Context: an optimization exercise on an open-source flow, tuned for small area, a short achievable clock period and few clock cycles. The choices shown serve that exercise and are no tape-out recipe.
At most, simulation tests tie the RTL to the original design; equivalence was not proved.

==> v38 <==
==> flow/design.v <==
`default_nettype none
module xtea_core(
                 input wire           clk,
                 input wire           reset_n,
                 input wire           encdec,    
                 input wire           start,     
                 input wire           mode_we,   
                 input wire           mode_new,  
                 output wire          busy,
                 output wire          ready,
                 input wire [127 : 0] key,       
                 input wire [63 : 0]  block,     
                 output wire          swap,      
                 output wire [63 : 0] result     
                );
  localparam [31 : 0] DELTA        = 32'h9e3779b9;
  localparam [31 : 0] DEC_INIT     = ~32'hc6ef3720;  
  localparam [1 : 0]  DEC_INIT_SEL = 2'd2;          
  logic          busy_reg;
  logic [5 : 0]  hr_reg;         
  logic [31 : 0] sum_reg;        
  logic [1 : 0]  sel_reg;        
  logic [31 : 0] rk_reg;         
  logic          swap_reg;       
  logic [31 : 0] a_reg;          
  logic [31 : 0] b_reg;          
  logic          last;
  logic          step;
  logic [31 : 0] sum_next;
  logic [32 : 0] rk33;
  logic [1 : 0]  sel_next;
  logic [31 : 0] keyw;
  logic [31 : 0] f;
  logic [32 : 0] new33;
  assign busy   = busy_reg;
  assign last   = busy_reg && (hr_reg == 6'h0);
  assign ready  = !busy_reg || last;
  assign swap   = swap_reg;
  assign result = {a_reg, b_reg};
  assign step = busy_reg || start;
  always_comb
    begin
      case (sel_reg)
        2'd0: keyw = key[127 : 96];
        2'd1: keyw = key[95 : 64];
        2'd2: keyw = key[63 : 32];
        default: keyw = key[31 : 0];
      endcase
    end
  assign rk33  = {sum_reg, 1'b1} + {keyw ^ {32{!encdec}}, !encdec};
  assign f     = ({b_reg[27 : 0], 4'h0} ^ {5'h0, b_reg[31 : 5]}) + b_reg;
  assign new33 = {a_reg, 1'b1} + {f ^ rk_reg, !encdec};
  assign sum_next = sum_reg + DELTA;
  always_comb
    begin
      if (!hr_reg[0])
        sel_next = encdec ? sum_next[12 : 11] : ~sum_next[1 : 0];
      else
        sel_next = encdec ? sum_reg[1 : 0] : ~sum_reg[12 : 11];
    end
  always_ff @ (posedge clk or negedge reset_n)
    begin : ctrl_update
      if (!reset_n)
        begin
          busy_reg <= 1'b0;
          hr_reg   <= 6'h0;
        end
      else
        begin
          if (step && !last)
            hr_reg <= hr_reg + 6'h1;
          if (start)
            busy_reg <= 1'b1;
          else if (last)
            busy_reg <= 1'b0;
        end
    end
  always_ff @ (posedge clk)
    begin : dp_update
      rk_reg <= rk33[32 : 1];
      if (start)
        begin
          swap_reg <= !encdec;
          a_reg    <= encdec ? block[63 : 32] : block[31 : 0];
          b_reg    <= encdec ? block[31 : 0]  : block[63 : 32];
        end
      else if (busy_reg)
        begin
          a_reg <= b_reg;
          b_reg <= new33[32 : 1];
        end
      if (mode_we)
        begin
          sum_reg <= mode_new ? 32'h0 : DEC_INIT;
          sel_reg <= mode_new ? 2'd0 : DEC_INIT_SEL;
        end
      else if (last)
        begin
          sum_reg <= encdec ? 32'h0 : DEC_INIT;
          sel_reg <= encdec ? 2'd0 : DEC_INIT_SEL;
        end
      else if (step)
        begin
          if (!hr_reg[0])
            sum_reg <= sum_next;
          sel_reg <= sel_next;
        end
    end
endmodule  
`default_nettype none
module xtea(
            input wire               clk,
            input wire               reset_n,
            input wire               cs,
            input wire               we,
            input wire      [7 : 0]  address,
            input wire      [31 : 0] write_data,
            output wire     [31 : 0] read_data
           );
  localparam ADDR_CTRL    = 8'h08;
  localparam ADDR_CONFIG  = 8'h0a;
  localparam ADDR_ROUNDS  = 8'h0c;
  localparam ADDR_KEY0    = 8'h10;
  localparam ADDR_BLOCK0  = 8'h20;
  localparam CORE_NAME0   = 32'h78746561;  
  localparam CORE_NAME1   = 32'h2d313238;  
  localparam CORE_VERSION = 32'h302e3630;  
  logic [31 : 0] key_reg [0 : 3];
  logic [31 : 0] block_reg [0 : 1];
  logic          encdec_reg;
  logic          wr;
  logic          start;
  logic          mode_we;
  logic          busy;
  logic          ready;
  logic          swap;
  logic          rd_b;
  logic [63 : 0] result;
  logic [31 : 0] const_data;
  assign wr      = cs && we && !busy;
  assign start   = wr && (address == ADDR_CTRL) && write_data[1];
  assign mode_we = wr && ((address == ADDR_CONFIG) || (address == ADDR_ROUNDS));
  xtea_core core(
                 .clk(clk),
                 .reset_n(reset_n),
                 .encdec(encdec_reg),
                 .start(start),
                 .mode_we(mode_we),
                 .mode_new(write_data[0]),
                 .busy(busy),
                 .ready(ready),
                 .key({key_reg[0], key_reg[1], key_reg[2], key_reg[3]}),
                 .block({block_reg[0], block_reg[1]}),
                 .swap(swap),
                 .result(result)
                );
  always_ff @ (posedge clk)
    begin : reg_update
      if (mode_we)
        encdec_reg <= write_data[0];
      if (wr && (address[7 : 2] == ADDR_KEY0[7 : 2]))
        key_reg[address[1 : 0]] <= write_data;
      if (wr && (address[7 : 1] == ADDR_BLOCK0[7 : 1]))
        block_reg[address[0]] <= write_data;
    end
  always_comb
    begin : const_mux
      if (address[3])
        const_data = {31'h0, ready};
      else if (address[1])
        const_data = CORE_VERSION;
      else if (address[0])
        const_data = CORE_NAME1;
      else
        const_data = CORE_NAME0;
    end
  assign rd_b      = address[0] ^ swap;
  assign read_data = address[5] ? (rd_b ? result[31 : 0] : result[63 : 32]) :
                     const_data;
endmodule  
==> flow/flow/run.sh <==
#!/bin/bash
# Standard layout, but the port buffers inserted during placement use
# buf_1 cells (the default choice is a slow delay buffer).
set -euo pipefail
cat >> config.mk <<'EOC'
export BUFFER_PORTS_ARGS = -buffer_cell sky130_fd_sc_hd__buf_1
EOC
bash standard.sh > standard.log 2>&1
==> flow/standard.sh <==
#!/bin/bash
# synth_recipe.tcl (not shown) runs the flow's synth.tcl, then flattens the netlist and writes it again
# the make line also repeats each setting of config.mk as NAME=value (left out here)
make -C /OpenROAD-flow-scripts/flow DESIGN_CONFIG=/design/flow/config.mk WORK_HOME=/design/flow/orfs CLKGATE_MAP_FILE= SYNTH_SCRIPT=/design/flow/synth_recipe.tcl "${@:-finish}"
==> flow/config.mk <==
export PLATFORM = sky130hd
export DESIGN_NAME = xtea
export DESIGN_NICKNAME = xtea
export VERILOG_FILES = /design/flow/design.v
export SDC_FILE = /design/flow/constraint.sdc
export NUM_CORES = 4
export LEC_CHECK = 0
export CAP_MARGIN = 20
export CORE_MARGIN = 2
export CORE_UTILIZATION = 65
export CTS_BUF_LIST = sky130_fd_sc_hd__clkbuf_8
export CTS_CLUSTER_DIAMETER = 40
export CTS_CLUSTER_SIZE = 20
export SETUP_SLACK_MARGIN = 2.8
export SLEW_MARGIN = 20
export BUFFER_PORTS_ARGS = -buffer_cell sky130_fd_sc_hd__buf_1
==> flow/constraint.sdc <==
create_clock -name core_clock -period 7.5 [get_ports {clk}]
set_input_delay 1.5000 -clock core_clock [delete_from_list [all_inputs] [get_ports {clk}]]
set_output_delay 1.5000 -clock core_clock [all_outputs]
set_load 0.01 [all_outputs]
==> v1: changes against v38 <==
==> flow/flow/run.sh (replaced) <==
#!/bin/bash
# Standard layout, but the port buffers inserted during placement use
# buf_4 cells (the default choice is a slow delay buffer).
set -euo pipefail
cat >> config.mk <<'EOC'
export BUFFER_PORTS_ARGS = -buffer_cell sky130_fd_sc_hd__buf_4
EOC
bash standard.sh > standard.log 2>&1
Settings changed: BUFFER_PORTS_ARGS -buffer_cell sky130_fd_sc_hd__buf_1 to -buffer_cell sky130_fd_sc_hd__buf_4, CORE_UTILIZATION 65 to 40, CTS_BUF_LIST sky130_fd_sc_hd__clkbuf_8 to not set, CTS_CLUSTER_DIAMETER 40 to not set, CTS_CLUSTER_SIZE 20 to not set, SETUP_SLACK_MARGIN 2.8 to 2.5.
==> v34: changes against v38 <==
--- a/flow/design.v
+++ b/flow/design.v
@@ -9,35 +9,39 @@
                  output wire          busy,
                  output wire          ready,
                  input wire [127 : 0] key,       
-                 input wire [63 : 0]  block,     
+                 input wire [31 : 0]  blk_self,  
+                 input wire [31 : 0]  blk_other,
                  output wire          swap,      
                  output wire [63 : 0] result     
                 );
   localparam [31 : 0] DELTA        = 32'h9e3779b9;
-  localparam [31 : 0] DEC_INIT     = ~32'hc6ef3720;  
+  localparam [31 : 0] DEC_INIT     = 32'hc6ef3720;  
   localparam [1 : 0]  DEC_INIT_SEL = 2'd2;          
   logic          busy_reg;
   logic [5 : 0]  hr_reg;         
   logic [31 : 0] sum_reg;        
   logic [1 : 0]  sel_reg;        
-  logic [31 : 0] rk_reg;         
   logic          swap_reg;       
   logic [31 : 0] a_reg;          
   logic [31 : 0] b_reg;          
   logic          last;
   logic          step;
   logic [31 : 0] sum_next;
-  logic [32 : 0] rk33;
   logic [1 : 0]  sel_next;
+  logic [31 : 0] self_w;
+  logic [31 : 0] other_w;
   logic [31 : 0] keyw;
+  logic [31 : 0] rk;
   logic [31 : 0] f;
   logic [32 : 0] new33;
   assign busy   = busy_reg;
-  assign last   = busy_reg && (hr_reg == 6'h0);
+  assign last   = (hr_reg == 6'h3f);
   assign ready  = !busy_reg || last;
   assign swap   = swap_reg;
   assign result = {a_reg, b_reg};
   assign step = busy_reg || start;
+  assign self_w  = busy_reg ? a_reg : blk_self;
+  assign other_w = busy_reg ? b_reg : blk_other;
   always_comb
     begin
       case (sel_reg)
@@ -47,16 +51,16 @@
         default: keyw = key[31 : 0];
       endcase
     end
-  assign rk33  = {sum_reg, 1'b1} + {keyw ^ {32{!encdec}}, !encdec};
-  assign f     = ({b_reg[27 : 0], 4'h0} ^ {5'h0, b_reg[31 : 5]}) + b_reg;
-  assign new33 = {a_reg, 1'b1} + {f ^ rk_reg, !encdec};
-  assign sum_next = sum_reg + DELTA;
+  assign rk    = (sum_reg + keyw) ^ {32{!encdec}};
+  assign f     = ({other_w[27 : 0], 4'h0} ^ {5'h0, other_w[31 : 5]}) + other_w;
+  assign new33 = {self_w, 1'b1} + {f ^ rk, !encdec};
+  assign sum_next = encdec ? sum_reg + DELTA : sum_reg - DELTA;
   always_comb
     begin
       if (!hr_reg[0])
-        sel_next = encdec ? sum_next[12 : 11] : ~sum_next[1 : 0];
+        sel_next = encdec ? sum_next[12 : 11] : sum_next[1 : 0];
       else
-        sel_next = encdec ? sum_reg[1 : 0] : ~sum_reg[12 : 11];
+        sel_next = encdec ? sum_reg[1 : 0] : sum_reg[12 : 11];
     end
   always_ff @ (posedge clk or negedge reset_n)
     begin : ctrl_update
@@ -67,7 +71,7 @@
         end
       else
         begin
-          if (step && !last)
+          if (step)
             hr_reg <= hr_reg + 6'h1;
           if (start)
             busy_reg <= 1'b1;
@@ -77,18 +81,13 @@
     end
   always_ff @ (posedge clk)
     begin : dp_update
-      rk_reg <= rk33[32 : 1];
-      if (start)
+      if (step)
         begin
-          swap_reg <= !encdec;
-          a_reg    <= encdec ? block[63 : 32] : block[31 : 0];
-          b_reg    <= encdec ? block[31 : 0]  : block[63 : 32];
-        end
-      else if (busy_reg)
-        begin
-          a_reg <= b_reg;
+          a_reg <= other_w;
           b_reg <= new33[32 : 1];
         end
+      if (start)
+        swap_reg <= !encdec;
       if (mode_we)
         begin
           sum_reg <= mode_new ? 32'h0 : DEC_INIT;
@@ -122,24 +121,32 @@
   localparam ADDR_ROUNDS  = 8'h0c;
   localparam ADDR_KEY0    = 8'h10;
   localparam ADDR_BLOCK0  = 8'h20;
+  localparam ADDR_BLOCK1  = 8'h21;
   localparam CORE_NAME0   = 32'h78746561;  
   localparam CORE_NAME1   = 32'h2d313238;  
   localparam CORE_VERSION = 32'h302e3630;  
   logic [31 : 0] key_reg [0 : 3];
-  logic [31 : 0] block_reg [0 : 1];
+  logic [31 : 0] blk_self_reg;   
+  logic [31 : 0] blk_other_reg;  
   logic          encdec_reg;
   logic          wr;
   logic          start;
   logic          mode_we;
+  logic          mode_swap;
+  logic          self_we;
+  logic          other_we;
   logic          busy;
   logic          ready;
   logic          swap;
   logic          rd_b;
   logic [63 : 0] result;
   logic [31 : 0] const_data;
-  assign wr      = cs && we && !busy;
-  assign start   = wr && (address == ADDR_CTRL) && write_data[1];
-  assign mode_we = wr && ((address == ADDR_CONFIG) || (address == ADDR_ROUNDS));
+  assign wr        = cs && we && !busy;
+  assign start     = wr && (address == ADDR_CTRL) && write_data[1];
+  assign mode_we   = wr && ((address == ADDR_CONFIG) || (address == ADDR_ROUNDS));
+  assign mode_swap = mode_we && (write_data[0] != encdec_reg);
+  assign self_we   = wr && (address == (encdec_reg ? ADDR_BLOCK0 : ADDR_BLOCK1));
+  assign other_we  = wr && (address == (encdec_reg ? ADDR_BLOCK1 : ADDR_BLOCK0));
   xtea_core core(
                  .clk(clk),
                  .reset_n(reset_n),
@@ -150,18 +157,30 @@
                  .busy(busy),
                  .ready(ready),
                  .key({key_reg[0], key_reg[1], key_reg[2], key_reg[3]}),
-                 .block({block_reg[0], block_reg[1]}),
+                 .blk_self(blk_self_reg),
+                 .blk_other(blk_other_reg),
                  .swap(swap),
                  .result(result)
                 );
+  always_ff @ (posedge clk or negedge reset_n)
+    begin : mode_update
+      if (!reset_n)
+        encdec_reg <= 1'b0;
+      else if (mode_we)
+        encdec_reg <= write_data[0];
+    end
   always_ff @ (posedge clk)
     begin : reg_update
-      if (mode_we)
-        encdec_reg <= write_data[0];
       if (wr && (address[7 : 2] == ADDR_KEY0[7 : 2]))
         key_reg[address[1 : 0]] <= write_data;
-      if (wr && (address[7 : 1] == ADDR_BLOCK0[7 : 1]))
-        block_reg[address[0]] <= write_data;
+      if (self_we)
+        blk_self_reg <= write_data;
+      else if (mode_swap)
+        blk_self_reg <= blk_other_reg;
+      if (other_we)
+        blk_other_reg <= write_data;
+      else if (mode_swap)
+        blk_other_reg <= blk_self_reg;
     end
   always_comb
     begin : const_mux
==> flow/run.sh (new file) <==
#!/bin/bash
# synth_recipe.tcl (not shown) runs the flow's synth.tcl, then flattens the netlist and writes it again
# the make line also repeats each setting of config.mk as NAME=value (left out here)
make -C /OpenROAD-flow-scripts/flow DESIGN_CONFIG=/design/flow/config.mk WORK_HOME=/design/flow/orfs CLKGATE_MAP_FILE= SYNTH_SCRIPT=/design/flow/synth_recipe.tcl finish
Settings changed: BUFFER_PORTS_ARGS -buffer_cell sky130_fd_sc_hd__buf_1 to not set, CORE_UTILIZATION 65 to 40, CTS_BUF_LIST sky130_fd_sc_hd__clkbuf_8 to not set, CTS_CLUSTER_DIAMETER 40 to not set, CTS_CLUSTER_SIZE 20 to not set, SETUP_SLACK_MARGIN 2.8 to 1.5.
removed: flow/flow/run.sh
removed: flow/standard.sh
==> results.py <==
metrics = {
    "status": {
        "run_status": "complete, no violations",
    },
    "cts": {
        "clockRootBuffer": "clkbuf_8",
        "cts_setup_buffers": 23,
    },
    "floorplan": {
        "start_util": 0.6589,
    },
    "logic_synthesis": {
        "synth_commonest_cells": "edfxtp_1, nand2_1, xnor2_1",
    },
    "final_layout": {
        "area_growth_pct": 12.76,
    },
    "detailed_routing": {
        "dr.first_iter.drc_count": 1519,
    },
}
-- figures above: v38

==> results.py <==
metrics = {
    "status": {
        "run_status": "complete, no violations",
    },
    "cts": {
        "post_cts_resized": 4,
        "cts_setup_buffers": 3,
        "clockRootBuffer": "clkbuf_16",
    },
    "critical_path": {
        "arrival_ps": 5090,
    },
    "final_layout": {
        "largest_reg_flops": 128,
        "area_growth_pct": 14.46,
    },
    "global_routing": {
        "use_met1": 0.3025,
    },
    "logic_synthesis": {
        "ys_ff_latch": 331,
        "syn_inst": 1634,
        "synth_commonest_cells": "edfxtp_1, nand2_1, xnor2_1",
    },
    "detailed_routing": {
        "dr.pass1.iters": 5,
        "dr.first_iter.drc_count": 1157,
    },
}
-- figures above: v1

==> results.py <==
metrics = {
    "cts": {
        "worstSkewPairLatency_ps": 540,
        "cts.sinks": 299,
        "cts_setup_buffers": 3,
    },
    "logic_synthesis": {
        "synth-edff-count": 291,
        "synth_commonest_cells": "edfxtp_1, xnor2_1, ha_1",
        "synth-simple-area-share": 0.07460,
    },
    "timing": {
        "finalClockSkew_ps": 24.07,
    },
    "final_layout": {
        "num-nonclk-inverters": 60,
        "drive_gt1_frac": 0.1549,
    },
    "critical_path": {
        "cp_slowest_cell": "clkdlybuf4s50_1",
        "worstSetupPathType": "input pin to output port",
    },
    "status": {
        "run_status": "complete, no violations",
    },
}
-- figures above: v34

Testbench counts of v38, summed over its fixed seeds: cycles 35,648.
Testbench counts of v1, summed over its fixed seeds: cycles 35,648.
The RTL of v34 was laid out without a check of its function.

-- afterwards: timing with drivers on the ports --
The flow's constraints put no driver on any port. The routed layouts listed below were extracted and timed again, unchanged, in two steps.
Step 1 assumes that a clkbuf_16 drives the clock port and a buf_2 every other input.
Step 2 times the ports against the registers' clock, not the clock port: input delays grow and output delays shrink by t, the midpoint of the rising clock arrivals with the driver on.
a / b / c = ideal / step 1 / step 2; a / b = the first two.
run	t, ns	setup slack, ns	latest minus earliest clock arrival (ns)	worst register clock-pin slew, ns	pins driven straight from the clock port
v38	0.619	2.793 / 2.793 / 2.448	0.044 / 0.044	0.10 / 0.10	1
v1	0.571	2.645 / 2.645 / 2.645	0.028 / 0.028	0.07 / 0.07	1
v34	0.575	1.569 / 1.548 / 1.548	0.024 / 0.025	0.06 / 0.06	1
After both steps every run listed still meets setup and hold. The setup slack of v38, which loses most, moves by 0.000 ns with the drivers and by -0.345 ns with both steps.
